From an optimization exercise on the open Yosys and OpenROAD flow, aimed at small area; shortcuts taken in it are not production practice.
In this exercise RTL edits were held to simulation tests only and were not proved equivalent to the original.
Power figures rest on the tool's default switching activity, not on a simulated workload.

==> flow/design.v <==
module tg_wall(
    input  [5:0] x,
    input  [5:0] y,
    output       wall
);
    wire y_a = (y >= 6'd7)  & (y <= 6'd8);
    wire y_b = (y >= 6'd7)  & (y <= 6'd15);
    wire y_c = ((y >= 6'd14) & (y <= 6'd15)) | ((y >= 6'd23) & (y <= 6'd24));
    wire y_d = (y >= 6'd30) & (y <= 6'd36);
    wire y_e = (y >= 6'd35) & (y <= 6'd36);
    assign wall = (y <= 6'd1) | (y >= 6'd42) | (x <= 6'd2) | (x >= 6'd61)
                | (y_a & (x >= 6'd29) & (x <= 6'd40))
                | (y_b & (x >= 6'd35) & (x <= 6'd40))
                | (y_c & (((x >= 6'd9) & (x <= 6'd22)) | ((x >= 6'd35) & (x <= 6'd52))))
                | (y_d & (x >= 6'd26) & (x <= 6'd31))
                | (y_e & (x >= 6'd26) & (x <= 6'd37));
endmodule
module tg_wall_ahead(
    input  [5:0] tx,
    input  [5:0] ty,
    input  [1:0] facing,
    output reg   wall
);
    function automatic rin(input [5:0] v, input integer lo, input integer hi);
        integer t;
        begin
            t = v;
            rin = (t >= lo) && (t <= hi);
        end
    endfunction
    wire xc = rin(tx, 7, 24) | rin(tx, 33, 54);
    wire yc = rin(ty, 12, 17) | rin(ty, 21, 26);
    wire up    = (ty == 6'd4) | (((ty == 6'd18) | (ty == 6'd27)) & xc)
               | ((ty == 6'd11) & rin(tx, 27, 42)) | ((ty == 6'd39) & rin(tx, 24, 39));
    wire down  = (ty == 6'd39) | ((ty == 6'd4) & rin(tx, 27, 42))
               | (((ty == 6'd11) | (ty == 6'd20)) & xc)
               | ((ty == 6'd27) & rin(tx, 24, 33)) | ((ty == 6'd32) & rin(tx, 24, 39));
    wire left  = (tx == 6'd5) | ((tx == 6'd43) & rin(ty, 5, 17))
               | (((tx == 6'd25) | (tx == 6'd55)) & yc)
               | ((tx == 6'd34) & rin(ty, 28, 38)) | ((tx == 6'd40) & rin(ty, 33, 38));
    wire right = (tx == 6'd58) | ((tx == 6'd26) & rin(ty, 5, 10))
               | ((tx == 6'd32) & (rin(ty, 5, 17) | rin(ty, 21, 26)))
               | ((tx == 6'd6) & yc) | ((tx == 6'd23) & rin(ty, 28, 38));
    always @* begin
        case (facing)
            2'd0: wall = up;
            2'd1: wall = down;
            2'd2: wall = left;
            default: wall = right;
        endcase
    end
endmodule
module tg_tank #(
    parameter [5:0] INIT_X = 6'd6,
    parameter [5:0] INIT_Y = 6'd38,
    parameter [1:0] INIT_DIR = 2'd3
) (
    input            clk,
    input            rst_n,
    input      [2:0] dir_in,       
    input            frame,
    input            end_screen,
    input            hurt,
    output reg [5:0] x,
    output reg [5:0] y,
    output reg [2:0] life,
    output reg [1:0] dir
);
    reg [1:0] cnt;
    reg [2:0] last;
    wire same = (last == dir_in);
    wire move = frame & same & (cnt == 2'd3) & ~last[2];
    wire turn = frame & ~dir_in[2] & ((cnt == 2'd0) | move);
    function automatic [5:0] radd(input [5:0] a, input [5:0] b, input ci);
        reg cy;
        integer i;
        begin
            cy = ci;
            for (i = 0; i < 6; i = i + 1) begin
                radd[i] = a[i] ^ b[i] ^ cy;
                cy = (a[i] & b[i]) | (cy & (a[i] ^ b[i]));
            end
        end
    endfunction
    wire [5:0] c  = last[1] ? x : y;
    wire [5:0] cn = radd(c, {{5{~last[0]}}, 1'b1}, 1'b0);
    wire [1:0] cnt_n = {cnt[1] ^ cnt[0], ~cnt[0]};
    wire [2:0] life_n = {life[2] ^ (life[1:0] == 2'b00), life[1] ^ ~life[0], ~life[0]};
    always @(posedge clk) begin
        if (~rst_n | end_screen) begin
            x    <= INIT_X;
            y    <= INIT_Y;
            life <= 5;
        end else begin
            if (move &  last[1]) x <= cn;
            if (move & ~last[1]) y <= cn;
            if (hurt) life <= life_n;
        end
    end
    always @(posedge clk or negedge rst_n) begin
        if (~rst_n) begin
            cnt  <= 2'd0;
            last <= 3'd4;
            dir  <= INIT_DIR;
        end else begin
            if (frame) begin
                cnt  <= same ? cnt_n : 2'd0;
                last <= dir_in;
            end
            if (turn) dir <= dir_in[1:0];
        end
    end
endmodule
module tg_shell(
    input            clk,
    input            rst_n,
    input            fire,
    input            end_screen,
    input      [1:0] dir_in,
    input      [5:0] tank_x,       
    input      [5:0] tank_y,
    input      [5:0] nlx,          
    input      [5:0] nhx,          
    input      [5:0] nly,
    input      [5:0] nhy,
    output reg [5:0] x,
    output reg [5:0] y,
    output           valid,
    output           hit
);
    reg       fly;
    reg       vanish;
    reg [3:0] count;
    reg [1:0] rdir;
    wire wall;
    tg_wall u_wall(.x(x), .y(y), .wall(wall));
    function automatic [5:0] radd(input [5:0] a, input [5:0] b, input ci);
        reg cy;
        integer i;
        begin
            cy = ci;
            for (i = 0; i < 6; i = i + 1) begin
                radd[i] = a[i] ^ b[i] ^ cy;
                cy = (a[i] & b[i]) | (cy & (a[i] ^ b[i]));
            end
        end
    endfunction
    function automatic cout(input [5:0] a, input [5:0] b, input ci);
        reg cy;
        integer i;
        begin
            cy = ci;
            for (i = 0; i < 6; i = i + 1)
                cy = (a[i] & b[i]) | (cy & (a[i] | b[i]));
            cout = cy;
        end
    endfunction
    wire in_x = cout(x, nlx, 1'b1) & ~cout(x, nhx, 1'b0);
    wire in_y = cout(y, nly, 1'b1) & ~cout(y, nhy, 1'b0);
    wire live = fly & ~vanish;
    assign hit = live & in_x & in_y;
    assign valid = ~fly | vanish | end_screen;
    wire fb = count[3] ^ count[2] ^ (count[2:0] == 3'b000);
    wire [3:0] count_n = {count[2:0], fb};
    wire step = (count == 4'b1000);
    wire [5:0] c  = rdir[1] ? x : y;
    wire [5:0] cn = radd(c, {{5{~rdir[0]}}, 1'b1}, 1'b0);
    wire load = ~fly | end_screen;
    always @(posedge clk) begin
        if (~rst_n) fly <= 1'b0;
        else if (end_screen) fly <= 1'b0;
        else if (fly) fly <= ~vanish;
        else fly <= fire;
        vanish <= live & (wall | in_x & in_y);
        count <= fly ? count_n : 4'd0;
        if (~fly) rdir <= dir_in;
        if (load) begin
            x <= tank_x;
            y <= tank_y;
        end else if (step) begin
            if (rdir[1]) x <= cn;
            else y <= cn;
        end
    end
endmodule
module tank_game(
    input        clk,
    input        rst_n,
    input        press_up_1,
    input        press_down_1,
    input        press_left_1,
    input        press_right_1,
    input        press_fire_1,
    input        press_up_2,
    input        press_down_2,
    input        press_left_2,
    input        press_right_2,
    input        press_fire_2,
    input        vga_busy,
    input  [5:0] vga_x,
    input  [5:0] vga_y,
    output       is_map,
    output [1:0] game_state,
    output [1:0] who_wins,
    output [5:0] tank_1_x,
    output [5:0] tank_1_y,
    output [1:0] tank_1_dir,
    output [2:0] tank_1_life,
    output [5:0] tank_2_x,
    output [5:0] tank_2_y,
    output [1:0] tank_2_dir,
    output [2:0] tank_2_life,
    output [4:0] valid_1_shell,
    output [4:0] valid_2_shell,
    output [5:0] shell_1_0_x, output [5:0] shell_1_0_y,
    output [5:0] shell_1_1_x, output [5:0] shell_1_1_y,
    output [5:0] shell_1_2_x, output [5:0] shell_1_2_y,
    output [5:0] shell_1_3_x, output [5:0] shell_1_3_y,
    output [5:0] shell_1_4_x, output [5:0] shell_1_4_y,
    output [5:0] shell_2_0_x, output [5:0] shell_2_0_y,
    output [5:0] shell_2_1_x, output [5:0] shell_2_1_y,
    output [5:0] shell_2_2_x, output [5:0] shell_2_2_y,
    output [5:0] shell_2_3_x, output [5:0] shell_2_3_y,
    output [5:0] shell_2_4_x, output [5:0] shell_2_4_y
);
localparam [1:0] START = 2'd0, GAME = 2'd1, END = 2'd2;
reg  [1:0] state;
reg  [1:0] wins;
reg        map_q;
reg        frame;
reg  [2:0] cmd_1, cmd_2;
reg        fire_q_1, fire_q_2;
reg        hit_1, hit_2;           
reg        hurt_1, hurt_2;
wire game = (state == GAME);
wire end_screen = (state == END);
assign game_state = state;
assign who_wins = wins;
assign is_map = map_q;
tg_tank #(.INIT_X(6'd6), .INIT_Y(6'd38), .INIT_DIR(2'd3)) u_tank_1(
    .clk(clk), .rst_n(rst_n), .dir_in(cmd_1), .frame(frame), .end_screen(end_screen),
    .hurt(hurt_1), .x(tank_1_x), .y(tank_1_y), .life(tank_1_life), .dir(tank_1_dir));
tg_tank #(.INIT_X(6'd57), .INIT_Y(6'd6), .INIT_DIR(2'd2)) u_tank_2(
    .clk(clk), .rst_n(rst_n), .dir_in(cmd_2), .frame(frame), .end_screen(end_screen),
    .hurt(hurt_2), .x(tank_2_x), .y(tank_2_y), .life(tank_2_life), .dir(tank_2_dir));
function automatic [6:0] rsub(input [5:0] a, input [5:0] b);
    reg cy;
    integer i;
    begin
        cy = 1'b1;
        for (i = 0; i < 6; i = i + 1) begin
            rsub[i] = a[i] ^ ~b[i] ^ cy;
            cy = (a[i] & ~b[i]) | (cy & (a[i] ^ ~b[i]));
        end
        rsub[6] = ~cy;
    end
endfunction
wire [6:0] ddx = rsub(tank_1_x, tank_2_x);
wire [6:0] ddy = rsub(tank_1_y, tank_2_y);
wire dx_pos = ~ddx[6] & (ddx[5:0] != 6'd0) & (ddx[5:0] <= 6'd6);      
wire dx_neg = ddx[6] & (ddx[5:0] >= 6'd58);                           
wire dx_near = ~ddx[6] ? (ddx[5:0] <= 6'd5) : (ddx[5:0] >= 6'd59);     
wire dy_pos = ~ddy[6] & (ddy[5:0] != 6'd0) & (ddy[5:0] <= 6'd6);
wire dy_neg = ddy[6] & (ddy[5:0] >= 6'd58);
wire dy_near = ~ddy[6] ? (ddy[5:0] <= 6'd5) : (ddy[5:0] >= 6'd59);
wire wa_1, wa_2;
tg_wall_ahead u_wa_1(.tx(tank_1_x), .ty(tank_1_y), .facing(tank_1_dir), .wall(wa_1));
tg_wall_ahead u_wa_2(.tx(tank_2_x), .ty(tank_2_y), .facing(tank_2_dir), .wall(wa_2));
reg tk_1, tk_2;
always @* begin
    case (tank_1_dir)
        2'd0: tk_1 = dy_pos & dx_near;
        2'd1: tk_1 = dy_neg & dx_near;
        2'd2: tk_1 = dx_pos & dy_near;
        default: tk_1 = dx_neg & dy_near;
    endcase
    case (tank_2_dir)
        2'd0: tk_2 = dy_neg & dx_near;
        2'd1: tk_2 = dy_pos & dx_near;
        2'd2: tk_2 = dx_neg & dy_near;
        default: tk_2 = dx_pos & dy_near;
    endcase
end
wire blk_1 = wa_1 | tk_1;
wire blk_2 = wa_2 | tk_2;
function automatic [2:0] command(input up, input down, input left, input right,
                                 input [1:0] facing, input blocked);
    reg [1:0] p;
    begin
        p = ~up ? 2'd0 : ~down ? 2'd1 : ~left ? 2'd2 : 2'd3;
        if (up & down & left & right) command = 3'd4;
        else if (facing != p) command = {1'b0, p};
        else command = blocked ? 3'd4 : {1'b0, p};
    end
endfunction
wire [2:0] next_cmd_1 = command(press_up_1, press_down_1, press_left_1, press_right_1,
                                tank_1_dir, blk_1);
wire [2:0] next_cmd_2 = command(press_up_2, press_down_2, press_left_2, press_right_2,
                                tank_2_dir, blk_2);
wire [5:0] lx_1 = tank_2_x - 6'd2, hx_1 = tank_2_x + 6'd2;    
wire [5:0] ly_1 = tank_2_y - 6'd2, hy_1 = tank_2_y + 6'd2;
wire [5:0] lx_2 = tank_1_x - 6'd2, hx_2 = tank_1_x + 6'd2;
wire [5:0] ly_2 = tank_1_y - 6'd2, hy_2 = tank_1_y + 6'd2;
function automatic [4:0] lowest(input [4:0] v);
    lowest = {v[4] & ~|v[3:0], v[3] & ~|v[2:0], v[2] & ~|v[1:0], v[1] & ~v[0], v[0]};
endfunction
wire [4:0] shot_1 = frame & fire_q_1 ? lowest(valid_1_shell) : 5'd0;
wire [4:0] shot_2 = frame & fire_q_2 ? lowest(valid_2_shell) : 5'd0;
wire [4:0] sh_hit_1, sh_hit_2;
wire [5:0] sx_1 [0:4], sy_1 [0:4], sx_2 [0:4], sy_2 [0:4];
genvar k;
generate
    for (k = 0; k < 5; k = k + 1) begin : g_shell
        tg_shell u_1(.clk(clk), .rst_n(rst_n), .fire(shot_1[k]),
            .end_screen(end_screen), .dir_in(tank_1_dir), .tank_x(tank_1_x), .tank_y(tank_1_y),
            .nlx(~lx_1), .nhx(~hx_1), .nly(~ly_1), .nhy(~hy_1), .x(sx_1[k]), .y(sy_1[k]), .valid(valid_1_shell[k]),
            .hit(sh_hit_1[k]));
        tg_shell u_2(.clk(clk), .rst_n(rst_n), .fire(shot_2[k]),
            .end_screen(end_screen), .dir_in(tank_2_dir), .tank_x(tank_2_x), .tank_y(tank_2_y),
            .nlx(~lx_2), .nhx(~hx_2), .nly(~ly_2), .nhy(~hy_2), .x(sx_2[k]), .y(sy_2[k]), .valid(valid_2_shell[k]),
            .hit(sh_hit_2[k]));
    end
endgenerate
assign shell_1_0_x = sx_1[0]; assign shell_1_0_y = sy_1[0];
assign shell_1_1_x = sx_1[1]; assign shell_1_1_y = sy_1[1];
assign shell_1_2_x = sx_1[2]; assign shell_1_2_y = sy_1[2];
assign shell_1_3_x = sx_1[3]; assign shell_1_3_y = sy_1[3];
assign shell_1_4_x = sx_1[4]; assign shell_1_4_y = sy_1[4];
assign shell_2_0_x = sx_2[0]; assign shell_2_0_y = sy_2[0];
assign shell_2_1_x = sx_2[1]; assign shell_2_1_y = sy_2[1];
assign shell_2_2_x = sx_2[2]; assign shell_2_2_y = sy_2[2];
assign shell_2_3_x = sx_2[3]; assign shell_2_3_y = sy_2[3];
assign shell_2_4_x = sx_2[4]; assign shell_2_4_y = sy_2[4];
wire map_wall;
tg_wall u_map(.x(vga_x), .y(vga_y), .wall(map_wall));
wire start_press = ~press_left_1 & ~press_left_2;
wire lose_1 = hit_2 & (tank_1_life <= 3'd1);
wire lose_2 = hit_1 & (tank_2_life <= 3'd1);
always @(posedge clk or negedge rst_n) begin
    if (~rst_n) state <= START;
    else if (game) state <= (lose_1 | lose_2) ? END : GAME;
    else if (start_press) state <= GAME;
end
always @(posedge clk) begin
    wins     <= game ? (lose_1 ? 2'd2 : lose_2 ? 2'd1 : 2'd0) : (end_screen ? wins : 2'd0);
    map_q    <= game & map_wall;
    frame    <= game & ~vga_busy;
    fire_q_1 <= game & (fire_q_1 ? ~frame : ~press_fire_1);
    fire_q_2 <= game & (fire_q_2 ? ~frame : ~press_fire_2);
    cmd_1    <= game ? next_cmd_1 : 3'd4;
    cmd_2    <= game ? next_cmd_2 : 3'd4;
    hit_1    <= game & (|sh_hit_1);
    hit_2    <= game & (|sh_hit_2);
    hurt_1   <= game & hit_2 & ~lose_1;
    hurt_2   <= game & hit_1 & ~lose_2;
end
endmodule
==> flow/flow/run.sh <==
#!/bin/bash
# Layout: the standard ORFS flow, except that
#  - the standard synthesis's logic between the registers is re-mapped by ABC
#    for area with a few scripts, keeping the smallest result (registers
#    untouched: same cells, same names);
#  - the ports get the smallest buffer;
#  - the clock tree uses clkbuf_4 in clusters of at most 8 sinks, no dummy loads.
set -euo pipefail
W=$PWD
R=$W/orfs/results/$FLOW_PLATFORM/tank_game/base
LIB=$FLOW_HOME/platforms/$FLOW_PLATFORM/lib/sky130_fd_sc_hd__tt_025C_1v80.lib
export BUFFER_PORTS_ARGS="-buffer_cell sky130_fd_sc_hd__buf_1"
export CTS_ARGS="-sink_clustering_enable -repair_clock_nets -dont_use_dummy_load -buf_list sky130_fd_sc_hd__clkbuf_4 -sink_clustering_size 8 -sink_clustering_max_diameter 50"

bash standard.sh $R/1_2_yosys.v > $W/synth.log 2>&1
cp $R/1_2_yosys.v $W/standard_synth.v

best=""
best_area=""
for s in $W/flow/area*.abc; do
  n=$(basename $s .abc)
  sed -e "s#{LIB}#$LIB#g" -e "s#{IN}#$W/standard_synth.v#" -e "s#{OUT}#$W/remap_$n.v#" \
      -e "s#{TOP}#$FLOW_TOP#" -e "s#{ABC}#$s#" $W/flow/remap.ys > $W/remap_$n.ys
  yosys -q -l $W/remap_$n.log -s $W/remap_$n.ys > /dev/null
  a=$(grep "Chip area" $W/remap_$n.log | tail -1 | awk '{print $NF}')
  echo "$n $a" >> $W/remap_areas.txt
  if [[ -z "$best" ]] || awk -v a="$a" -v b="$best_area" 'BEGIN{exit !(a < b)}'; then
    best=$n; best_area=$a
  fi
done
echo "chosen $best $best_area" >> $W/remap_areas.txt
cp $W/remap_$best.v $R/1_2_yosys.v
touch $R/1_2_yosys.v $R/1_2_yosys.sdc
bash standard.sh > $W/layout.log 2>&1
==> flow/flow/area.abc <==
&get -n
&st
&b
&dc2
&dch -f
&nf -R 1000
&st
&b
&dc2
&dch -f
&nf -R 1000
&st
&b
&dc2
&dch -f
&nf -R 1000
&st
&b
&dc2
&dch -f
&nf -R 1000
&put
topo
==> flow/flow/area1.abc <==
&get -n
&st
&b
&dc2
&dch -f
&nf -R 1000
&st
&b
&dc2
&dch -f
&nf -R 1000
&st
&b
&dc2
&dch -f
&nf -R 1000
&st
&b
&dc2
&dch -f
&nf -R 1000
&put
topo
==> flow/flow/area2.abc <==
&get -n
&st
&b
&dc2
&dch -f
&nf -R 1000
&st
&b
&dc2
&dch -f
&nf -R 1000
&st
&b
&dc2
&dch -f
&nf -R 1000
&st
&b
&dc2
&dch -f
&nf -R 1000
&put
&get -n
&st
&dch -f
&nf -R 1000 -p
&put
topo
==> flow/flow/area3.abc <==
&get -n
&st
&dc2
&dch -f
&nf -R 1000
&st
&dc2
&dch -f
&nf -R 1000
&st
&dc2
&dch -f
&nf -R 1000
&st
&dc2
&dch -f
&nf -R 1000
&put
topo
==> flow/flow/area4.abc <==
&get -n
&st
&dc2
&dch -f
&nf -R 1000
&st
&dc2
&dch -f
&nf -R 1000
&st
&dc2
&dch -f
&nf -R 1000
&st
&dc2
&dch -f
&nf -R 1000
&st
&dc2
&dch -f
&nf -R 1000
&st
&dc2
&dch -f
&nf -R 1000
&st
&dc2
&dch -f
&nf -R 1000
&st
&dc2
&dch -f
&nf -R 1000
&put
topo
==> flow/flow/remap.ys <==
# Re-map the standard synthesis's logic for area. The registers are kept as
# they are (same cells, same names): only the cells between them are re-mapped.
read_liberty -ignore_miss_func -ignore_miss_dir {LIB}
blackbox sky130_fd_sc_hd__df* sky130_fd_sc_hd__edf* sky130_fd_sc_hd__sdf* sky130_fd_sc_hd__sedf* sky130_fd_sc_hd__dl* sky130_fd_sc_hd__lpflow_inputisolatch_1
read_verilog {IN}
hierarchy -top {TOP}
flatten
opt_clean
techmap
opt -fast
abc -liberty {LIB} -script {ABC} -dont_use sky130_fd_sc_hd__probe_p_8 -dont_use sky130_fd_sc_hd__probec_p_8 -dont_use sky130_fd_sc_hd__lpflow_*
read_liberty -lib -ignore_redef {LIB}
opt_clean -purge
setundef -zero
hilomap -singleton -hicell sky130_fd_sc_hd__conb_1 HI -locell sky130_fd_sc_hd__conb_1 LO
stat -liberty {LIB}
check -assert
write_verilog -noattr -nohex -nodec {OUT}
==> flow/standard.sh <==
#!/bin/bash
# synth_recipe.tcl (not shown) runs the flow's synth.tcl, then flattens the netlist and writes it again
# the make line also repeats each setting of config.mk as NAME=value (left out here)
make -C /OpenROAD-flow-scripts/flow DESIGN_CONFIG=/design/flow/config.mk WORK_HOME=/design/flow/orfs CLKGATE_MAP_FILE= SYNTH_SCRIPT=/design/flow/synth_recipe.tcl "${@:-finish}"
==> flow/config.mk <==
export PLATFORM = sky130hd
export DESIGN_NAME = tank_game
export DESIGN_NICKNAME = tank_game
export VERILOG_FILES = /design/flow/design.v
export SDC_FILE = /design/flow/constraint.sdc
export NUM_CORES = 4
export LEC_CHECK = 0
export CAP_MARGIN = 0
export CORE_MARGIN = 2
export CORE_UTILIZATION = 35
export GPL_TIMING_DRIVEN = 0
export PLACE_DENSITY = 0.5
export SLEW_MARGIN = 0
==> flow/constraint.sdc <==
create_clock -name core_clock -period 40.0 [get_ports {clk}]
set_input_delay 8.0000 -clock core_clock [delete_from_list [all_inputs] [get_ports {clk}]]
set_output_delay 8.0000 -clock core_clock [all_outputs]
set_load 0.01 [all_outputs]
==> results.tsv, run 1 <==
stage	metric	value	unit
setup_path	crit_path_start_kind	register	
floorplan	core_area	52340	sq um
floorplan	design.die.area	54590	sq um
clock_network	numClockSinks	262	
grt	grt_pass1_vias	17670	
setup_path	reg2reg_to	cmd_2[0]	
cells_and_area	final_util	39.05	%
run	cap_violations	0	
clock_network	hold_buffers	0	
route	met2_wirelength	32820	microns
floorplan	fp.dieH	233.6	microns
setup_path	critPathCaptureType	primary output	
pwr	total_power	0.8046	mW
setup_path	critPathMaxFanout	20	
hold_path	worstHoldPathCells	1	
clock_network	post_cts_buffers	0	
sta	max_slew_margin	4.727	%
sta	final_hold_viol_count	0	
setup_path	reg2regPathDepth	15	
floorplan	rows	84	
floorplan	die_w	233.6	microns
placement	pre_cts_ws	29.28	ns
sta	fin_crit_sh	25.79	%
sta	final.setup_skew	0.07602	ns
logic_synthesis	syn_avg_cell_area	8.171	sq um
setup_path	cp-startpoint	state[0]	
grt	grt_usage	25.21	%
setup_path	worst-r2r-setup-slack	34.52	ns
placement	placed_cells	3142	
route	drc	0	
pwr	max-vdd-ir-drop	0.01966	mV
clock_network	cts_root_buf	clkbuf_4	
clock_network	clock_path_buffers	3	
sta	slew_violations	0	
sta	worstMarginPinSlew	1.427	ns
route	ant_nets	0	
grt	grt_pass1_wl	105800	microns
cells_and_area	area_growth	10.74	%
clock_network	cts-buffers-inserted	43	
clock_network	ctsResizeCount	0	
setup_path	r2r_start	u_tank_2.y[2]	
sta	fin_tns_setup	0	ns
setup_path	slowest_delay	0.46	ns
placement	dp_hpwl	48030	microns
pwr	power.density	39.37	nW/um^2
route	m1WireLength	31360	microns
clock_network	tritoncts	built	
logic_synthesis	yosysWarnings	5	
route	firstDrtPassIters	5	
setup_path	endpoint	valid_1_shell[0]	
logic_synthesis	syn_area	18460	sq um
route	via_count	19530	
setup_path	crit_type	register to primary output	
logic_synthesis	postSynthCellCount	2259	
setup_path	cp.required	32.00	ns
setup_path	crit_family	simple AND/OR/NAND/NOR gates	
placement	finalWeightedCongestion	0.8780	
setup_path	path_buf_inv	2	
route	highest_layer	met4	
sta	fmax	96.95	MHz
clock_network	h-tree-depth	2	
sta	finalSetupViolations	0	
route	totalWireLength	70290	microns
setup_path	cp.depth	4	
floorplan	start_util	35.26	%
clock_network	clk_pin_slew_worst_paths	0.08	ns
hold_path	hp-class	register to register	
route	met3_length	4261	microns
sta	worst_slack	29.69	ns
logic_synthesis	syn_nets	2284	
cells_and_area	stdcell_count	3189	
setup_path	worstPathCellList	nand2b_2 -> buf_16 -> nand2b_1 -> buf_1	
setup_path	slowest_stage	nand2b_2	
floorplan	ios	194	
placement	numPortBuffers	193	
route	viasPerCell	6.124	
cells_and_area	drive_above_1_share	2.323	%
cells_and_area	nNetsFinal	2524	
grt	overflow	0	
setup_path	arrival	2.31	ns
sta	period_needed	10.31	ns
grt	antenna_found_initial	3	
grt	grt_max_degree	36	
clock_network	insertion_delay	0.79	ns
sta	rsz0062_at_grt	false	
status	status	finished clean	
route	drt-initial-drc-count	1787	
pwr	leakage	6.705	nW
route	wire_per_inst	22.04	microns
## worst min path at each step
stage | to | start
final | g_shell[0].u_2.count[2] | g_shell[0].u_2.count[1]
after global routing | g_shell[0].u_2.count[2] | g_shell[0].u_2.count[1]
after CTS | g_shell[0].u_2.count[2] | g_shell[0].u_2.count[1]
after detailed placement | hurt_2 | hit_1
after global placement | fire_q_1 | fire_q_1
after floorplan | hurt_2 | hit_1
## registers in the layout, summed over array words and instances, names as in the netlist, 6 cells and up
register	count
g_shell.u_2.count	20
g_shell.u_2.y	30
u_tank_2.y	6
g_shell.u_1.rdir	10
u_tank_2.x	6
u_tank_1.x	6
u_tank_1.y	6
g_shell.u_1.x	30
g_shell.u_1.y	30
g_shell.u_2.rdir	10
g_shell.u_2.x	30
g_shell.u_1.count	20
## worst reg2reg max path: stages, from the launching register on
cell	delay, ns
dfxtp_1	0.87
clkinv_1	0.82
maj3_1	0.64
maj3_1	0.39
a21oi_1	0.28
o21ai_0	0.13
nor3b_1	0.44
a22oi_1	0.24
nor2_1	0.22
a21oi_1	0.06
o41ai_1	0.12
a211oi_1	0.10
o32ai_1	0.17
o311ai_0	0.38
and3_1	0.34
and3_1	0.18
## placed cells by master, fill, tap and decap left out, types with 11 or more instances in the layout
master and instances:
o21a_1 34, nand2_1 267, maj3_1 12, or2_0 18, xnor2_1 61, and2_0 56
mux2i_1 69, nand4_1 24, o2111ai_1 11, a21oi_1 209, a21o_1 40, nand2b_1 67
o221ai_1 25, a31oi_1 27, edfxtp_1 142, a221oi_1 33, nor2_1 223, nor2b_1 30
a22oi_1 39, buf_1 193, o21ai_0 249, nor3_1 65, or3_1 13, o211ai_1 19
o31ai_1 27, dfxtp_1 98, a2111oi_0 13, nand3_1 45, xor2_1 19, a21boi_0 30
a211oi_1 23, mux2_1 14, clkbuf_4 43, o22ai_1 59, clkinv_1 55, nor4_1 16
dfrtp_1 11
## final cells by class
type	instances	area [sq um]
Multi-Input combinational cell	1942	11510
Sequential cell	262	6760
Timing Repair Buffer	195	772.0
Clock buffer	43	322.8
Fill cell	5440	31900
Inverter	55	206.4
Antenna cell	4	10.01
Tap cell	688	860.8
## power by group
| group | leakage [nW] | total, mW | internal (mW) | switching (mW) |
|---|---|---|---|---|
| clock network | 0.198 | 0.147 | 0.0491 | 0.0979 |
| logic | 4.00 | 0.243 | 0.110 | 0.133 |
| registers | 2.51 | 0.414 | 0.322 | 0.0928 |
## metal layers
| metal | vias up | global-route usage, % |
|---|---|---|
| met5 | - | 0 |
| met4 | 0 | 6.922 |
| met3 | 133 | 3.687 |
| met2 | 759 | 41.77 |
| met1 | 9436 | 34.11 |
| li1 | 9203 | - |
## metrics by stage
step	cell area [sq um]	hold WS, ns
finish	20440	0.4482
global route	20440	0.4733
CTS	20420	0.4559
detailed placement	20100	0.4437
global placement	20040	0.4345
floorplan	18460	0.4099
==> run 2, diff against run 1 <==
removed: flow/flow/area.abc
==> run 2 against run 1 <==
Clock power barely moved. Utilization did not move. Register-to-register slack barely moved. Routed wire length did not move. Critical endpoint unchanged. Largest power group unchanged.
==> results.tsv, run 2 <==
stage	metric	value	unit	change
status	status	finished clean		unchanged
floorplan	die_w	233.6	microns	unchanged
route	drt-initial-drc-count	1787		unchanged
logic_synthesis	syn_avg_cell_area	8.171	sq um	unchanged
setup_path	critPathMaxFanout	20		unchanged
sta	worstMarginPinSlew	1.427	ns	unchanged
route	drc	0		unchanged
floorplan	ios	194		unchanged
route	ant_nets	0		unchanged
pwr	max-vdd-ir-drop	0.01966	mV	unchanged
clock_network	ctsResizeCount	0		unchanged
sta	max_slew_margin	4.727	%	unchanged
route	viasPerCell	6.124		unchanged
sta	final.setup_skew	0.07602	ns	unchanged
sta	fmax	96.95	MHz	unchanged
setup_path	path_buf_inv	2		unchanged
setup_path	critPathCaptureType	primary output		unchanged
sta	whs	0.4482	ns	unchanged
setup_path	crit_path_start_kind	register		unchanged
setup_path	reg2regPathDepth	15		unchanged
cells_and_area	drive_above_1_share	2.323	%	unchanged
cells_and_area	mostFrequentLayoutCells	267 x nand2_1, 249 x o21ai_0, 223 x nor2_1		unchanged
route	wire_per_inst	22.04	microns	unchanged
hold_path	hp-class	register to register		unchanged
sta	slew_violations	0		unchanged
sta	fin_crit_sh	25.79	%	unchanged
setup_path	cp.required	32.00	ns	about the same
floorplan	fp.dieH	233.6	microns	unchanged
sta	final_hold_viol_count	0		unchanged
setup_path	r2r_start	u_tank_2.y[2]		unchanged
route	firstDrtPassIters	5		unchanged
pwr	leakage	6.705	nW	unchanged
sta	rsz0062_at_grt	false		unchanged
logic_synthesis	postSynthCellCount	2259		unchanged
grt	grt_pass1_vias	17670		unchanged
setup_path	worstPathCellList	nand2b_2 -> buf_16 -> nand2b_1 -> buf_1		unchanged
logic_synthesis	syn_area	18460	sq um	unchanged
logic_synthesis	syn_nets	2284		unchanged
grt	antenna_found_initial	3		unchanged
setup_path	reg2reg_to	cmd_2[0]		unchanged
logic_synthesis	yosysWarnings	5		unchanged
setup_path	worst-r2r-setup-slack	34.52	ns	about the same
placement	dp_hpwl	48030	microns	unchanged
clock_network	cts_root_buf	clkbuf_4		unchanged
setup_path	cp.depth	4		unchanged
pwr	power.density	39.37	nW/um^2	unchanged
setup_path	crit_type	register to primary output		unchanged
floorplan	start_util	35.26	%	unchanged
cells_and_area	area_growth	10.74	%	unchanged
clock_network	post_cts_buffers	0		unchanged
route	totalWireLength	70290	microns	unchanged
clock_network	insertion_delay	0.79	ns	about the same
grt	grt_usage	25.21	%	unchanged
clock_network	numClockSinks	262		unchanged
setup_path	crit_family	simple AND/OR/NAND/NOR gates		unchanged
clock_network	cts-buffers-inserted	43		unchanged
clock_network	clock_path_buffers	3		unchanged
route	via_count	19530		unchanged
clock_network	hold_buffers	0		unchanged
floorplan	core_area	52340	sq um	unchanged
grt	grt_max_degree	36		unchanged
run	cap_violations	0		unchanged
floorplan	rows	84		unchanged
cells_and_area	multi_input_area	11510	sq um	unchanged
sta	fin_tns_setup	0	ns	unchanged
setup_path	slowest_stage	nand2b_2		unchanged
sta	period_needed	10.31	ns	unchanged
placement	numPortBuffers	193		unchanged
cells_and_area	n_fill_cell	5440		unchanged
cells_and_area	ff_latch_area	6760	sq um	unchanged
hold_path	hold_start	g_shell[0].u_2.count[1]		unchanged
hold_path	worstHoldPathCells	1		unchanged
placement	finalWeightedCongestion	0.8780		unchanged
cells_and_area	final_common_cell	nand2_1		unchanged
sta	finalSetupViolations	0		unchanged
clock_network	h-tree-depth	2		unchanged
grt	overflow	0		unchanged
grt	grt_pass1_wl	105800	microns	unchanged
cells_and_area	nNetsFinal	2524		unchanged
setup_path	arrival	2.31	ns	about the same
floorplan	design.die.area	54590	sq um	unchanged
hold_path	whs_endpoint	g_shell[0].u_2.count[2]		unchanged
clock_network	tritoncts	built		unchanged
setup_path	cp-startpoint	state[0]		unchanged
setup_path	slowest_delay	0.46	ns	about the same
clock_network	clk_pin_slew_worst_paths	0.08	ns	about the same
run 2: cell counts in the layout (fill, tap and decap cells not counted):
Identical to the previous run, type by type.
run 2: layout make-up:
class | instances | share of cell area (%)
clock buffer | 43 | 1.579
inverter | 55 | 1.010
antenna | 4 | 0.04897
multi-input combinational | 1942 | 56.30
timing repair buffer | 195 | 3.777
sequential | 262 | 33.07
tap | 688 | 4.212
run 2: how the worst max path moves through the flow:
stage | slack, ns | endpoint
floorplan | 30.68 | valid_1_shell[0]
global placement | 29.36 | u_tank_2.x[0]
detailed placement | 29.28 | u_tank_2.x[0]
CTS | 29.59 | valid_1_shell[0]
global route | 29.52 | valid_1_shell[0]
finish | 29.69 | valid_1_shell[0]
run 2: metrics by stage:
| stage | std cells | area (sq um) | util [%] | total power [mW] | setup WS, ns |
|---|---|---|---|---|---|
| 3_3_place_gp | 3140 | 20040 | 38.29 | 0.6534 | 29.36 |
| 2_1_floorplan | 2259 | 18460 | - | 0.5762 | 30.68 |
| 4_1_cts | 3185 | 20420 | 39.02 | 0.8087 | 29.59 |
| 3_5_place_dp | 3142 | 20100 | 38.40 | 0.6594 | 29.28 |
| 5_1_grt | 3189 | 20440 | 39.05 | 0.8587 | 29.52 |
| 6_report | 3189 | 20440 | 39.05 | 0.8046 | 29.69 |
run 2: layer usage:
metal,part of all wire (%),up-vias,GRT usage [%],wire (microns)
met4,2.6,0,6.922,1841
li1,-,9203,-,-
met3,6.1,133,3.687,4261
met2,47,759,41.77,32820
met1,45,9436,34.11,31360
met5,0,-,0,0
run 2: worst reg2reg max path, delay by kind of cell (launching register included):
family          cells  cell delay [ns]
compound gates      8             1.48
simple gates        4             1.18
buf+inv             1             0.82
flops               1             0.87
fa+ha+maj           2             1.03
run 2: power by group:
part           internal [mW]  switching [mW]  leakage, nW
combinational          0.110           0.133         4.00
sequential             0.322          0.0928         2.51
clock                 0.0491          0.0979        0.198
total                  0.481           0.324         6.70
==> run 3, diff against run 2 <==
==> flow/flow/run.sh (replaced) <==
#!/bin/bash
# Layout: the standard ORFS flow, except that
#  - the standard synthesis's logic between the registers is re-mapped by ABC
#    for area: a few scripts, each run on the smallest netlist so far, for up
#    to three rounds (registers untouched: same cells, same names);
#  - the ports get the smallest buffer;
#  - the clock tree uses clkbuf_4 in clusters of at most 8 sinks, no dummy loads.
set -euo pipefail
W=$PWD
R=$W/orfs/results/$FLOW_PLATFORM/tank_game/base
LIB=$FLOW_HOME/platforms/$FLOW_PLATFORM/lib/sky130_fd_sc_hd__tt_025C_1v80.lib
export BUFFER_PORTS_ARGS="-buffer_cell sky130_fd_sc_hd__buf_1"
export CTS_ARGS="-sink_clustering_enable -repair_clock_nets -dont_use_dummy_load -buf_list sky130_fd_sc_hd__clkbuf_4 -sink_clustering_size 8 -sink_clustering_max_diameter 50"

bash standard.sh $R/1_2_yosys.v > $W/synth.log 2>&1
cp $R/1_2_yosys.v $W/standard_synth.v

area() { grep "Chip area" "$1" | tail -1 | awk '{print $NF}'; }
smaller() { awk -v a="$1" -v b="$2" 'BEGIN { exit !(a < b) }'; }

best=$W/standard_synth.v
best_area=1e12
for round in 1 2 3; do
  pids=()
  for s in $W/flow/s*.abc; do
    n=r${round}_$(basename $s .abc)
    sed -e "s#{LIB}#$LIB#g" -e "s#{IN}#$best#" -e "s#{OUT}#$W/$n.v#" \
        -e "s#{TOP}#$FLOW_TOP#" -e "s#{ABC}#$s#" $W/flow/remap.ys > $W/$n.ys
    yosys -q -l $W/$n.log -s $W/$n.ys > /dev/null 2>&1 &
    pids+=($!)
  done
  for p in "${pids[@]}"; do wait $p; done
  improved=0
  for s in $W/flow/s*.abc; do
    n=r${round}_$(basename $s .abc)
    a=$(area $W/$n.log)
    echo "$n $a" >> $W/remap_areas.txt
    if smaller "$a" "$best_area"; then best=$W/$n.v; best_area=$a; improved=1; fi
  done
  echo "round $round best $best $best_area" >> $W/remap_areas.txt
  [[ $improved == 1 ]] || break
done
cp $best $R/1_2_yosys.v
touch $R/1_2_yosys.v $R/1_2_yosys.sdc
bash standard.sh > $W/layout.log 2>&1
==> flow/flow/s1.abc (new file) <==
&get -n
&st
&b
&dc2
&dch -f
&nf -R 1000
&st
&b
&dc2
&dch -f
&nf -R 1000
&st
&b
&dc2
&dch -f
&nf -R 1000
&st
&b
&dc2
&dch -f
&nf -R 1000
&put
topo
==> flow/flow/s2.abc (new file) <==
&get -n
&st
&b
&dc2
&dch -f
&nf -R 1000
&st
&b
&dc2
&dch -f
&nf -R 1000
&st
&b
&dc2
&dch -f
&nf -R 1000
&st
&b
&dc2
&dch -f
&nf -R 1000
&put
&get -n
&st
&dch -f
&nf -R 1000 -p
&put
topo
==> flow/flow/s3.abc (new file) <==
&get -n
&st
&dc2
&dch -f
&nf -R 1000
&st
&dc2
&dch -f
&nf -R 1000
&st
&dc2
&dch -f
&nf -R 1000
&st
&dc2
&dch -f
&nf -R 1000
&put
topo
==> flow/flow/s4.abc (new file) <==
&get -n
&st
&deepsyn -T 60
&dch -f
&nf -R 1000
&st
&b
&dc2
&dch -f
&nf -R 1000
&st
&b
&dc2
&dch -f
&nf -R 1000
&put
topo
removed: flow/flow/area1.abc
removed: flow/flow/area2.abc
removed: flow/flow/area3.abc
removed: flow/flow/area4.abc
==> run 3 against run 2 <==
Still clean on timing, DRC and antenna. Hold slack worse by 0.030 ns. Non-clock buffer count up 1. First-iteration DRC count up 0.11%. Register-to-register slack about the same. Worst setup slack worse by 0.12 ns. Combinational power up 4%. Largest cell class unchanged. Largest power group unchanged.
==> results.tsv, run 3 <==
stage	metric	value	unit	change
sta	slew_violations	0		unchanged
setup_path	worst-r2r-setup-slack	34.53	ns	was 34.52 ns
cells_and_area	final_common_cell	nand2_1		unchanged
floorplan	die_w	231.5	microns	was 233.6 microns
logic_synthesis	syn_avg_cell_area	8.130	sq um	was 8.171 sq um
status	status	finished clean		unchanged
placement	numPortBuffers	193		unchanged
sta	final.setup_skew	0.1001	ns	was 0.07602 ns
setup_path	reg2reg_to	hit_2		was cmd_2[0]
floorplan	fp.dieH	231.5	microns	was 233.6 microns
logic_synthesis	syn_nets	2253		was 2284
route	viasPerCell	6.084		was 6.124
hold_path	hp-class	register to register		unchanged
hold_path	hold_start	hit_2		was g_shell[0].u_2.count[1]
sta	worstMarginPinSlew	1.381	ns	was 1.427 ns
pwr	total_power	0.8195	mW	was 0.8046 mW
clock_network	hold_buffers	0		unchanged
clock_network	cts_root_buf	clkbuf_4		unchanged
cells_and_area	mostFrequentLayoutCells	271 x nand2_1, 266 x nor2_1, 237 x o21ai_0		was 267 x nand2_1, 249 x o21ai_0, 223 x nor2_1
route	wire_per_inst	21.96	microns	was 22.04 microns
route	ant_nets	0		unchanged
logic_synthesis	syn_area	18110	sq um	was 18460 sq um
setup_path	slowest_delay	0.54	ns	was 0.46 ns
logic_synthesis	postSynthCellCount	2228		was 2259
pwr	power.density	40.79	nW/um^2	was 39.37 nW/um^2
route	via_count	19180		was 19.53k
route	drt-initial-drc-count	1789		was 1787
hold_path	whs_endpoint	hurt_1		was g_shell[0].u_2.count[2]
run	cap_violations	0		unchanged
floorplan	core_area	51200	sq um	was 52340 sq um
sta	whs	0.4179	ns	was 0.4482 ns
cells_and_area	area_growth	10.92	%	was 10.74%
pwr	max-vdd-ir-drop	0.03338	mV	was 0.01966 mV
clock_network	insertion_delay	0.81	ns	was 0.79 ns
sta	worst_slack	29.56	ns	was 29.69 ns
floorplan	design.die.area	53590	sq um	was 54590 sq um
grt	antenna_found_initial	3		unchanged
clock_network	post_cts_buffers	0		unchanged
grt	overflow	0		unchanged
floorplan	ios	194		unchanged
sta	rsz0062_at_grt	false		unchanged
hold_path	worstHoldPathCells	2		was 1
sta	period_needed	10.44	ns	was 10.31 ns
setup_path	cp.required	32.00	ns	about the same
sta	fin_tns_setup	0	ns	unchanged
setup_path	reg2regPathDepth	12		was 15
cells_and_area	drive_above_1_share	2.508	%	was 2.323%
sta	fmax	95.82	MHz	was 96.95 MHz
route	totalWireLength	69230	microns	was 70290 microns
setup_path	crit_type	register to primary output		unchanged
sta	finalSetupViolations	0		unchanged
sta	max_slew_margin	7.788	%	was 4.727%
cells_and_area	nNetsFinal	2499		was 2524
grt	grt_usage	24.91	%	was 25.21%
setup_path	critPathCaptureType	primary output		unchanged
setup_path	critPathMaxFanout	21		was 20
setup_path	r2r_start	u_tank_1.x[2]		was u_tank_2.y[2]
clock_network	h-tree-depth	2		unchanged
sta	final_hold_viol_count	0		unchanged
clock_network	clk_pin_slew_worst_paths	0.09	ns	was 0.08 ns
route	firstDrtPassIters	7		was 5
clock_network	ctsResizeCount	0		unchanged
cells_and_area	final_util	39.24	%	was 39.05%
clock_network	clock_path_buffers	3		unchanged
pwr	leakage	6.842	nW	was 6.705 nW
setup_path	worstPathCellList	nand2b_2 -> buf_12 -> nand2_1 -> buf_1		was nand2b_2 -> buf_16 -> nand2b_1 -> buf_1
setup_path	crit_path_start_kind	register		unchanged
clock_network	numClockSinks	262		unchanged
placement	dp_hpwl	47340	microns	was 48030 microns
floorplan	rows	83		was 84
setup_path	arrival	2.44	ns	was 2.31 ns
placement	finalWeightedCongestion	0.8885		was 0.8780
cells_and_area	n_fill_cell	5328		was 5440
logic_synthesis	yosysWarnings	5		unchanged
grt	grt_max_degree	38		was 36
sta	fin_crit_sh	26.09	%	was 25.79%
clock_network	cts-buffers-inserted	48		was 43
placement	pre_cts_ws	29.53	ns	was 29.28 ns
floorplan	start_util	35.38	%	was 35.26%
grt	grt_pass1_vias	17090		was 17.67k
setup_path	slowest_stage	nand2b_2		unchanged
route	drc	0		unchanged
clock_network	tritoncts	built		unchanged
grt	grt_pass1_wl	102600	microns	was 105800 microns
-- run 3: worst max-delay path by stage --
| stage | start | end | cells after the start |
|---|---|---|---|
| floorplan | state[0] | valid_1_shell[0] | 2 |
| global placement | state[0] | valid_2_shell[0] | 3 |
| detailed placement | rst_n | u_tank_1.y[1] | 4 |
| CTS | state[0] | valid_2_shell[0] | 4 |
| global route | state[0] | valid_2_shell[0] | 4 |
| finish | state[0] | valid_2_shell[0] | 4 |
-- run 3: area by class of cell --
cell class                 count  area (sq um)  share of cell area [%]
timing repair buffer         196         754.5                   3.755
inverter                      66         247.7                   1.233
multi-input combinational   1900         11120                   55.34
antenna                        1         2.502                 0.01245
tap                          680         850.8                   4.235
sequential                   262          6758                   33.63
clock buffer                  48         360.3                   1.793
-- run 3: stage by stage --
stage | area, sq um | std cells
2_1_floorplan | 18110 | 2228
3_3_place_gp | 19690 | 3101
3_5_place_dp | 19720 | 3103
4_1_cts | 20080 | 3151
5_1_grt | 20090 | 3153
6_report | 20090 | 3153
-- run 3: power breakdown --
| part | total (mW) | internal, mW | leakage (nW) | switching [mW] |
|---|---|---|---|---|
| registers | 0.413 | 0.322 | 2.52 | 0.0914 |
| clock network | 0.154 | 0.0545 | 0.221 | 0.0995 |
| logic | 0.252 | 0.114 | 4.11 | 0.139 |
-- run 3: critical path, delay by kind of cell (launching register included) --
kind,cells,cell delay [ns]
buf+inv,2,0.53
flops,1,0.43
simple gates,2,0.73
-- run 3: routing by layer --
layer,up-vias,share of wire (%),wire length (microns),GRT usage [%]
met5,-,0,0,0
met4,0,3.9,2687,10.79
met3,164,8.2,5685,4.331
met2,896,44,30430,37.88
met1,9105,44,30430,34.59
li1,9017,-,-,-
==> run 4, diff against run 3 <==
--- a/flow/flow/run.sh
+++ b/flow/flow/run.sh
@@ -4,3 +4,3 @@
 #    for area: a few scripts, each run on the smallest netlist so far, for up
-#    to three rounds (registers untouched: same cells, same names);
+#    to eight rounds, until a round gains less than 0.1% (registers untouched: same cells, same names);
 #  - the ports get the smallest buffer;
@@ -22,3 +22,4 @@
 best_area=1e12
-for round in 1 2 3; do
+for round in 1 2 3 4 5 6 7 8; do
+  prev_area=$best_area
   pids=()
@@ -41,2 +42,3 @@
   [[ $improved == 1 ]] || break
+  awk -v a="$best_area" -v b="$prev_area" 'BEGIN { exit !(a < 0.999 * b) }' || break
 done
==> run 4 against run 3 <==
Sequential share of layout area fell by 0.057 points. Non-clock buffer count rose by 5. Design area rose by 0.22%. Area after synthesis barely moved. Critical endpoint is now valid_2_shell[1]. First-iteration DRC count rose by 1.3%. Register-to-register slack got worse by 0.21 ns. Utilization rose by 0.088 points. Global-route usage rose by 0.39 points. Critical path type unchanged.
==> results.tsv, run 4 <==
stage	metric	value	unit	change
sta	fin_tns_setup	0	ns	unchanged
sta	rsz0062_at_grt	false		unchanged
sta	fmax	95.79	MHz	was 95.82 MHz
cells_and_area	final_util	39.33	%	was 39.24%
clock_network	tritoncts	built		unchanged
setup_path	slowest_delay	0.54	ns	about the same
sta	worstMarginPinSlew	1.367	ns	was 1.381 ns
cells_and_area	area_growth	11.22	%	was 10.92%
status	status	finished clean		unchanged
route	ant_nets	0		unchanged
logic_synthesis	yosysWarnings	5		unchanged
route	drc	0		unchanged
pwr	switching_share	40.86	%	was 40.20%
pwr	pwr-share-comb	31.2	%	was 30.8%
placement	numPortBuffers	193		unchanged
cells_and_area	final_area	20140	sq um	was 20090 sq um
pwr	power.density	41.47	nW/um^2	was 40.79 nW/um^2
floorplan	ios	194		unchanged
floorplan	core_area	51200	sq um	unchanged
setup_path	worstPathCellList	clkinv_1 -> nor2_1 -> nand2_1 -> buf_1		was nand2b_2 -> buf_12 -> nand2_1 -> buf_1
route	totalWireLength	69570	microns	was 69230 microns
sta	fin_crit_sh	26.10	%	was 26.09%
cells_and_area	stdcell_count	3129		was 3153
run	cap_violations	0		unchanged
cells_and_area	mostFrequentLayoutCells	268 x nand2_1, 240 x nor2_1, 208 x o21ai_0		was 271 x nand2_1, 266 x nor2_1, 237 x o21ai_0
clock_network	cts_root_buf	clkbuf_4		unchanged
setup_path	cp.required	32.00	ns	about the same
floorplan	rows	83		unchanged
placement	finalWeightedCongestion	0.8991		was 0.8885
grt	grt_pass1_vias	17260		was 17.09k
sta	final_hold_viol_count	0		unchanged
clock_network	h-tree-depth	2		unchanged
sta	whs	0.4404	ns	was 0.4179 ns
floorplan	start_util	35.36	%	was 35.38%
logic_synthesis	postSynthCellCount	2203		was 2228
sta	final.setup_skew	0.05768	ns	was 0.1001 ns
route	viasPerCell	6.082		was 6.084
pwr	leakage	6.929	nW	was 6.842 nW
logic_synthesis	syn_avg_cell_area	8.218	sq um	was 8.130 sq um
placement	place_area	19800	sq um	was 19720 sq um
cells_and_area	nNetsFinal	2475		was 2499
floorplan	design.die.area	53560	sq um	was 53590 sq um
cells_and_area	final_common_cell	nand2_1		unchanged
pwr	total_power	0.8352	mW	was 0.8195 mW
clock_network	ctsResizeCount	0		unchanged
clock_network	post_cts_buffers	0		unchanged
grt	antenna_found_initial	1		was 3
cells_and_area	multi_input_area	11170	sq um	was 11120 sq um
placement	dp_hpwl	46750	microns	was 47340 microns
pwr	power.share.sequential	51.0	%	was 50.4%
clock_network	cts-buffers-inserted	44		was 48
pwr	p_switching	0.3412	mW	was 0.3294 mW
sta	slew_violations	0		unchanged
cells_and_area	ff_latch_area	6761	sq um	was 6758 sq um
placement	pre_cts_ws	29.02	ns	was 29.53 ns
cells_and_area	n_fill_cell	5297		was 5328
sta	worst_slack	29.56	ns	about the same
route	drt-initial-drc-count	1812		was 1789
route	wire_per_inst	22.23	microns	was 21.96 microns
setup_path	crit_path_start_kind	register		unchanged
hold_path	hp-class	register to register		unchanged
logic_synthesis	syn_area	18100	sq um	was 18110 sq um
setup_path	crit_type	register to primary output		unchanged
floorplan	die_w	231.4	microns	was 231.5 microns
sta	period_needed	10.44	ns	about the same
placement	placed_cells	3084		was 3103
route	firstDrtPassIters	6		was 7
route	via_count	19030		was 19.18k
logic_synthesis	syn_nets	2228		was 2253
clock_network	clk_pin_slew_worst_paths	0.10	ns	was 0.09 ns
setup_path	slowest_stage	nor2_1		was nand2b_2
floorplan	fp.dieH	231.4	microns	was 231.5 microns
clock_network	insertion_delay	0.80	ns	was 0.81 ns
setup_path	arrival	2.44	ns	about the same
pwr	p_int	0.4939	mW	was 0.4901 mW
clock_network	numClockSinks	262		unchanged
setup_path	critPathMaxFanout	7		was 21
pwr	clockPowerShare	17.8	%	was 18.8%
sta	max_slew_margin	8.203	%	was 7.788%
cells_and_area	drive_above_1_share	2.696	%	was 2.508%
clock_network	hold_buffers	0		unchanged
sta	finalSetupViolations	0		unchanged
grt	overflow	0		unchanged
grt	grt_pass1_wl	104900	microns	was 102600 microns
setup_path	critPathCaptureType	primary output		unchanged
clock_network	clock_path_buffers	3		unchanged
grt	grt_usage	25.30	%	was 24.91%
pwr	max-vdd-ir-drop	0.01959	mV	was 0.03338 mV
grt	grt_max_degree	34		was 38
==> run 4: final timing paths <==
check                                          endpoint                     from  slack (ns)  cells after the start
worst max-delay path                   valid_2_shell[1]       g_shell[1].u_2.fly       29.56                      4
worst max register to register                 cmd_2[0]            u_tank_1.x[0]       34.32                     15
worst min-delay path            g_shell[3].u_2.count[2]  g_shell[3].u_2.count[1]        0.44                      1
worst min register to register  g_shell[3].u_2.count[2]  g_shell[3].u_2.count[1]        0.44                      1
min in group asynchronous               u_tank_1.cnt[1]                    rst_n        7.39                      1
max in group asynchronous                      state[0]                    rst_n       31.99                      1
==> run 4: area by class of cell <==
class | count | area share (%)
diodes | 1 | 0.01243
inverters | 50 | 0.9320
flip-flops and latches | 262 | 33.58
repair buffers | 201 | 4.120
well taps | 680 | 4.225
clock buffers | 44 | 1.640
multi-input cells | 1891 | 55.49
==> run 4: power by group through the flow <==
stage | clock network [mW] | registers (mW) | logic (mW)
5_1_grt | 0.162 | 0.434 | 0.294
4_1_cts | 0.155 | 0.424 | 0.259
6_report | 0.149 | 0.426 | 0.261
2_1_floorplan | 0 | 0.398 | 0.199
3_5_place_dp | 0 | 0.430 | 0.257
3_3_place_gp | 0 | 0.429 | 0.254
==> run 4: routing by layer <==
metal	GRT usage (%)	share of wire [%]	up-vias
met1	34.66	45	9149
li1	-	-	8964
met3	3.999	6.7	127
met2	39.85	45	792
met5	0	0	-
met4	9.859	3.5	0
==> run 4: worst max-delay path: cells and delay by family (launching register included) <==
kind	cells	cell delay, ns
buffers and inverters	2	0.38
and+or+nand+nor	2	0.77
DFF	1	0.49
==> run 5, diff against run 4 <==
==> flow/flow/s5.abc (new file) <==
&get -n
&st
&dch -f
&nf -R 1000 -E 100
&put
topo
==> flow/flow/s6.abc (new file) <==
&get -n
&st
&dch -f
&nf -R 1000 -a -A 4
&put
topo
==> run 5 against run 4 <==
Still clean on timing, DRC and antenna. Critical path depth grew 1. Hold slack hardly changed. Cell count fell by 0.51%. Via count about the same. Highest routed layer unchanged.
==> results.tsv, run 5 <==
stage	metric	value	unit	change
status	status	finished clean		unchanged
grt	grt_usage	25.48	%	was 25.30%
clock_network	h-tree-depth	2		unchanged
clock_network	clock_path_buffers	3		unchanged
cells_and_area	final_util	39.22	%	was 39.33%
grt	antenna_found_initial	2		was 1
route	firstDrtPassIters	8		was 6
sta	fin_tns_setup	0	ns	unchanged
cells_and_area	n_fill_cell	5338		was 5297
pwr	max-vdd-ir-drop	0.02609	mV	was 0.01959 mV
cells_and_area	mostFrequentLayoutCells	261 x nand2_1, 223 x o21ai_0, 219 x nor2_1		was 268 x nand2_1, 240 x nor2_1, 208 x o21ai_0
route	totalWireLength	70130	microns	was 69570 microns
setup_path	critPathMaxFanout	15		was 7
grt	grt_pass1_wl	105300	microns	was 104900 microns
floorplan	core_area	51300	sq um	was 51200 sq um
placement	dp_hpwl	47330	microns	was 46750 microns
route	drt-initial-drc-count	1656		was 1812
placement	placed_cells	3066		was 3084
cells_and_area	stdcell_count	3113		was 3129
logic_synthesis	syn_area	18150	sq um	was 18100 sq um
floorplan	start_util	35.39	%	was 35.36%
clock_network	hold_buffers	0		unchanged
cells_and_area	drive_above_1_share	2.427	%	was 2.696%
floorplan	fp.dieH	231.8	microns	was 231.4 microns
run	cap_violations	0		unchanged
grt	overflow	0		unchanged
clock_network	ctsResizeCount	0		unchanged
route	ant_nets	0		unchanged
setup_path	slowest_stage	nand2b_2		was nor2_1
sta	fmax	91.69	MHz	was 95.79 MHz
sta	final_hold_viol_count	0		unchanged
clock_network	cts-buffers-inserted	45		was 44
sta	period_needed	10.91	ns	was 10.44 ns
setup_path	crit_path_start_kind	register		unchanged
setup_path	crit_family	simple AND/OR/NAND/NOR gates		unchanged
route	drc	0		unchanged
clock_network	numClockSinks	262		unchanged
clock_network	cts_root_buf	clkbuf_4		unchanged
cells_and_area	nNetsFinal	2458		was 2475
cells_and_area	area_growth	10.84	%	was 11.22%
setup_path	cp.required	32.00	ns	about the same
hold_path	hp-class	register to register		unchanged
placement	numPortBuffers	193		unchanged
clock_network	clk_pin_slew_worst_paths	0.09	ns	was 0.10 ns
floorplan	die_w	231.8	microns	was 231.4 microns
sta	finalSetupViolations	0		unchanged
route	wire_per_inst	22.53	microns	was 22.23 microns
clock_network	tritoncts	built		unchanged
placement	finalWeightedCongestion	0.8729		was 0.8991
pwr	leakage	6.946	nW	was 6.929 nW
sta	final.setup_skew	0.09324	ns	was 0.05768 ns
grt	grt_pass1_vias	17550		was 17.26k
logic_synthesis	yosysWarnings	5		unchanged
clock_network	insertion_delay	0.82	ns	was 0.80 ns
route	viasPerCell	6.119		was 6.082
clock_network	post_cts_buffers	0		unchanged
floorplan	rows	83		unchanged
logic_synthesis	postSynthCellCount	2191		was 2203
logic_synthesis	syn_nets	2216		was 2228
cells_and_area	multi_input_area	11190	sq um	was 11170 sq um
sta	max_slew_margin	4.096	%	was 8.203%
cells_and_area	ff_latch_area	6760	sq um	was 6761 sq um
sta	fin_crit_sh	27.27	%	was 26.10%
setup_path	path_buf_inv	2		unchanged
pwr	power.density	40.11	nW/um^2	was 41.47 nW/um^2
grt	grt_max_degree	37		was 34
setup_path	critPathCaptureType	primary output		unchanged
setup_path	worstPathCellList	nand2b_2 -> nand2_1 -> nor2_1 -> clkinv_1 -> buf_1		was clkinv_1 -> nor2_1 -> nand2_1 -> buf_1
sta	whs	0.4407	ns	was 0.4404 ns
floorplan	design.die.area	53710	sq um	was 53560 sq um
setup_path	crit_type	register to primary output		unchanged
setup_path	slowest_delay	0.49	ns	was 0.54 ns
sta	slew_violations	0		unchanged
floorplan	ios	194		unchanged
sta	worstMarginPinSlew	1.437	ns	was 1.367 ns
route	via_count	19050		was 19.03k
setup_path	arrival	2.91	ns	was 2.44 ns
cells_and_area	final_common_cell	nand2_1		unchanged
logic_synthesis	syn_avg_cell_area	8.286	sq um	was 8.218 sq um
sta	rsz0062_at_grt	false		unchanged
## run 5: power by group
part	leakage [nW]	switching (mW)	internal [mW]	total, mW
sequential	2.51	0.0899	0.323	0.413
clock	0.207	0.100	0.0512	0.151
combinational	4.23	0.132	0.111	0.243
## run 5: stage by stage
stage / total power [mW] / setup WS [ns] / area, sq um
floorplan: 0.5787 / 30.26 / 18150
global placement: 0.6507 / 28.29 / 19730
detailed placement: 0.6569 / 29.25 / 19780
CTS: 0.8100 / 29.04 / 20120
global route: 0.8608 / 28.95 / 20120
finish: 0.8071 / 29.09 / 20120
## run 5: area by class of cell
cell class                      count  area share (%)
Clock buffer                       45           1.679
Sequential cell                   262           33.59
Antenna cell                        2         0.02487
Timing Repair Buffer              195           3.799
Tap cell                          680           4.228
Multi-Input combinational cell   1873           55.63
Inverter                           56           1.045
## run 5: layer usage
layer | GRT usage, % | part of all wire (%) | up-vias
li1 | - | - | 8964
met1 | 34.40 | 43 | 9162
met2 | 41.14 | 46 | 767
met3 | 3.352 | 7.0 | 155
met4 | 10.30 | 3.8 | 0
met5 | 0 | 0 | -
## run 5: worst paths after layout
path                          startpoint          endpoint  slack [ns]  cells past startpoint
max                             state[0]  valid_2_shell[0]       29.09                      5
min                             cmd_2[1]   u_tank_2.dir[1]        0.44                      2
max reg2reg                u_tank_2.x[1]          cmd_2[0]       34.40                     15
min reg2reg                     cmd_2[1]   u_tank_2.dir[1]        0.44                      2
max in group asynchronous          rst_n   u_tank_1.cnt[1]       32.01                      1
min in group asynchronous          rst_n  u_tank_1.last[1]        7.32                      1
## run 5: worst register-to-register path, delay by kind of cell, from the launching register on
| family | cells | cell delay [ns] |
|---|---|---|
| and+or+nand+nor | 8 | 2.25 |
| adders and majority gates | 3 | 1.29 |
| DFF | 1 | 0.92 |
| buffers and inverters | 1 | 0.59 |
| AOI/OAI and AO/OA | 2 | 0.30 |
| xor gates and xnor gates | 1 | 0.15 |
==> run 6, diff against run 5 <==
==> flow/flow/run.sh (replaced) <==
#!/bin/bash
# Layout: the standard ORFS flow, except that
#  - the standard synthesis's logic between the registers is re-mapped by ABC
#    for area (registers untouched: same cells, same names): in each round
#    every script s*.abc runs on each of the two smallest netlists so far,
#    for up to six rounds, until the smallest gains less than 0.05%;
#  - the ports get the smallest buffer;
#  - the clock tree uses clkbuf_4 in clusters of at most 8 sinks, no dummy loads.
set -euo pipefail
W=$PWD
R=$W/orfs/results/$FLOW_PLATFORM/tank_game/base
LIB=$FLOW_HOME/platforms/$FLOW_PLATFORM/lib/sky130_fd_sc_hd__tt_025C_1v80.lib
export BUFFER_PORTS_ARGS="-buffer_cell sky130_fd_sc_hd__buf_1"
export CTS_ARGS="-sink_clustering_enable -repair_clock_nets -dont_use_dummy_load -buf_list sky130_fd_sc_hd__clkbuf_4 -sink_clustering_size 8 -sink_clustering_max_diameter 50"

bash standard.sh $R/1_2_yosys.v > $W/synth.log 2>&1
cp $R/1_2_yosys.v $W/standard_synth.v

area() { grep "Chip area" "$1" | tail -1 | awk '{print $NF}'; }

# candidates: "area netlist" lines, smallest first
echo "1e12 $W/standard_synth.v" > $W/cands.txt
for round in 1 2 3 4 5 6; do
  prev=$(head -1 $W/cands.txt | awk '{print $1}')
  k=0
  for c in $(head -2 $W/cands.txt | awk '{print $2}'); do
    k=$((k + 1))
    pids=()
    for s in $W/flow/s*.abc; do
      n=r${round}_c${k}_$(basename $s .abc)
      sed -e "s#{LIB}#$LIB#g" -e "s#{IN}#$c#" -e "s#{OUT}#$W/$n.v#" \
          -e "s#{TOP}#$FLOW_TOP#" -e "s#{ABC}#$s#" $W/flow/remap.ys > $W/$n.ys
      yosys -q -l $W/$n.log -s $W/$n.ys > /dev/null 2>&1 &
      pids+=($!)
    done
    for p in "${pids[@]}"; do wait $p; done
    for s in $W/flow/s*.abc; do
      n=r${round}_c${k}_$(basename $s .abc)
      echo "$(area $W/$n.log) $W/$n.v" >> $W/cands.txt
      echo "$n $(area $W/$n.log)" >> $W/remap_areas.txt
    done
  done
  sort -g $W/cands.txt | awk '!seen[$1]++' > $W/cands.tmp && mv $W/cands.tmp $W/cands.txt
  best=$(head -1 $W/cands.txt | awk '{print $1}')
  echo "round $round best $(head -1 $W/cands.txt)" >> $W/remap_areas.txt
  awk -v a="$best" -v b="$prev" 'BEGIN { exit !(a < 0.9995 * b) }' || break
done
cp $(head -1 $W/cands.txt | awk '{print $2}') $R/1_2_yosys.v
touch $R/1_2_yosys.v $R/1_2_yosys.sdc
bash standard.sh > $W/layout.log 2>&1
--- a/flow/config.mk
+++ b/flow/config.mk
@@ -9,5 +9,5 @@
 export CORE_MARGIN = 2
-export CORE_UTILIZATION = 35
+export CORE_UTILIZATION = 45
 export GPL_TIMING_DRIVEN = 0
-export PLACE_DENSITY = 0.5
+export PLACE_DENSITY = 0.6
 export SLEW_MARGIN = 0
==> run 6 against run 5 <==
Routed wire length decreased by 7.1%. First-iteration DRC count up 34%. Non-clock buffer count stayed put. Hold slack gained 0.0073 ns. Synthesized cell count is 0.59% lower. Area after synthesis decreased by 0.95%. Via count grew 0.45%. Design area down 1.8%. Clock skew shrank 0.024 ns. Global-route usage is 5.1 points higher. Sequential power is 1% lower. Combinational power is 2% lower. Largest power group unchanged.
==> results.tsv, run 6 <==
stage	metric	value	unit	change
status	status	finished clean		unchanged
setup_path	crit_path_start_kind	register		unchanged
placement	placed_cells	2897		was 3066
setup_path	critPathCaptureType	primary output		unchanged
floorplan	fp.dieH	203.9	microns	was 231.8 microns
clock_network	clk_pin_slew_worst_paths	0.08	ns	was 0.09 ns
clock_network	clock_path_buffers	3		unchanged
route	via_count	19130		was 19.05k
route	wire_per_inst	22.13	microns	was 22.53 microns
setup_path	slowest_delay	0.49	ns	about the same
grt	grt_pass1_vias	17110		was 17.55k
clock_network	insertion_delay	0.78	ns	was 0.82 ns
sta	slew_violations	0		unchanged
clock_network	cts_root_buf	clkbuf_4		unchanged
clock_network	post_cts_buffers	0		unchanged
setup_path	arrival	2.33	ns	was 2.91 ns
sta	finalSetupViolations	0		unchanged
floorplan	ios	194		unchanged
cells_and_area	drive_above_1_share	2.317	%	was 2.427%
placement	dp_hpwl	43840	microns	was 47330 microns
sta	fmax	96.79	MHz	was 91.69 MHz
sta	worstMarginPinSlew	1.391	ns	was 1.437 ns
cells_and_area	mostFrequentLayoutCells	254 x nand2_1, 251 x nor2_1, 226 x o21ai_0		was 261 x nand2_1, 223 x o21ai_0, 219 x nor2_1
logic_synthesis	syn_avg_cell_area	8.256	sq um	was 8.286 sq um
cells_and_area	nNetsFinal	2444		was 2458
setup_path	crit_family	simple AND/OR/NAND/NOR gates		unchanged
route	drc	0		unchanged
clock_network	ctsResizeCount	0		unchanged
run	cap_violations	0		unchanged
sta	final_hold_viol_count	0		unchanged
pwr	max-vdd-ir-drop	0.02578	mV	was 0.02609 mV
grt	grt_usage	30.59	%	was 25.48%
clock_network	hold_buffers	0		unchanged
setup_path	worstPathCellList	nand2b_2 -> buf_16 -> nand2_1 -> buf_1		was nand2b_2 -> nand2_1 -> nor2_1 -> clkinv_1 -> buf_1
logic_synthesis	syn_nets	2203		was 2216
clock_network	cts-buffers-inserted	44		was 45
floorplan	core_area	39550	sq um	was 51300 sq um
cells_and_area	ff_latch_area	6758	sq um	was 6760 sq um
logic_synthesis	syn_area	17980	sq um	was 18150 sq um
setup_path	path_buf_inv	2		unchanged
cells_and_area	final_util	49.97	%	was 39.22%
pwr	leakage	6.705	nW	was 6.946 nW
logic_synthesis	postSynthCellCount	2178		was 2191
grt	overflow	0		unchanged
cells_and_area	multi_input_area	10950	sq um	was 11190 sq um
sta	fin_crit_sh	25.83	%	was 27.27%
floorplan	die_w	203.9	microns	was 231.8 microns
logic_synthesis	yosysWarnings	5		unchanged
route	firstDrtPassIters	6		was 8
run 6: changes by cell type in the layout (fill, tap and decap cells not counted), moves of 14 or more:
cell      change
nor2b_1      -20
a22oi_1      -14
nor2_1       +32
o22ai_1      +15
clkinv_1     +18
nand2b_1     -28
run 6: worst register-to-register path: stages (launching register included):
cell       delay, ns
dfxtp_1         0.86
clkinv_1        1.06
nor2_1          0.54
maj3_1          0.28
o21ai_0         0.14
nand2b_1        0.17
o21ai_0         0.17
nand2_1         0.10
a21oi_1         0.33
xor2_1          0.12
or4_1           0.42
a21oi_1         0.19
clkinv_1        0.09
o22ai_1         0.23
nand3_1         0.21
o2111ai_1       0.16
a31oi_1         0.18
o311ai_0        0.60
nor2_1          0.08
run 6: metal layers:
metal | wire length, microns | track usage [%] | part of all wire (%)
met5 | 0 | 0 | 0
met1 | 27990 | 42.13 | 43
met4 | 2410 | 13.24 | 3.7
met2 | 28980 | 47.30 | 44
met3 | 5797 | 5.134 | 8.9
run 6: path summary, 6_finish.rpt:
kind	startpoint	end	slack, ns	cells past startpoint
max in group asynchronous	rst_n	u_tank_2.dir[0]	31.98	1
hold / removal	g_shell[0].u_2.count[1]	g_shell[0].u_2.count[2]	0.45	1
setup / recovery	state[0]	valid_1_shell[2]	29.67	4
setup reg to reg	u_tank_2.x[0]	cmd_2[0]	33.94	18
hold reg to reg	g_shell[0].u_2.count[1]	g_shell[0].u_2.count[2]	0.45	1
min in group asynchronous	rst_n	u_tank_1.cnt[0]	7.40	1
run 6: where the power goes:
group	leakage [nW]	internal (mW)	total (mW)	switching (mW)
registers	2.52	0.321	0.407	0.0859
clock network	0.202	0.0503	0.148	0.0978
logic	3.98	0.106	0.237	0.131
total	6.70	0.478	0.792	0.314
run 6: metrics by stage:
| step | hold WS (ns) | setup slack, ns | area, sq um | power [mW] |
|---|---|---|---|---|
| after floorplan | 0.4109 | 30.69 | 17980 | 0.5680 |
| after global placement | 0.4343 | 28.98 | 19360 | 0.6361 |
| after detailed placement | 0.4418 | 28.92 | 19400 | 0.6439 |
| after CTS | 0.4468 | 29.60 | 19730 | 0.7912 |
| after global routing | 0.4787 | 29.58 | 19760 | 0.8407 |
| final | 0.4480 | 29.67 | 19760 | 0.7919 |
run 6: area by class of cell:
class / instances / area share, %
inverters: 74 / 1.405
clock buffers: 44 / 1.671
well taps: 525 / 3.324
flip-flops and latches: 262 / 34.19
diodes: 3 / 0.03798
repair buffers: 195 / 3.944
multi-input cells: 1842 / 55.43

Re-timed with assumed drivers on the ports (clkbuf_16 on the clock, buf_2 on other inputs), run 6 has 29.619 ns of setup slack against 29.668 ns with ideal ports, and 29.327 ns once port delays also move by the mid clock arrival of 0.797 ns.
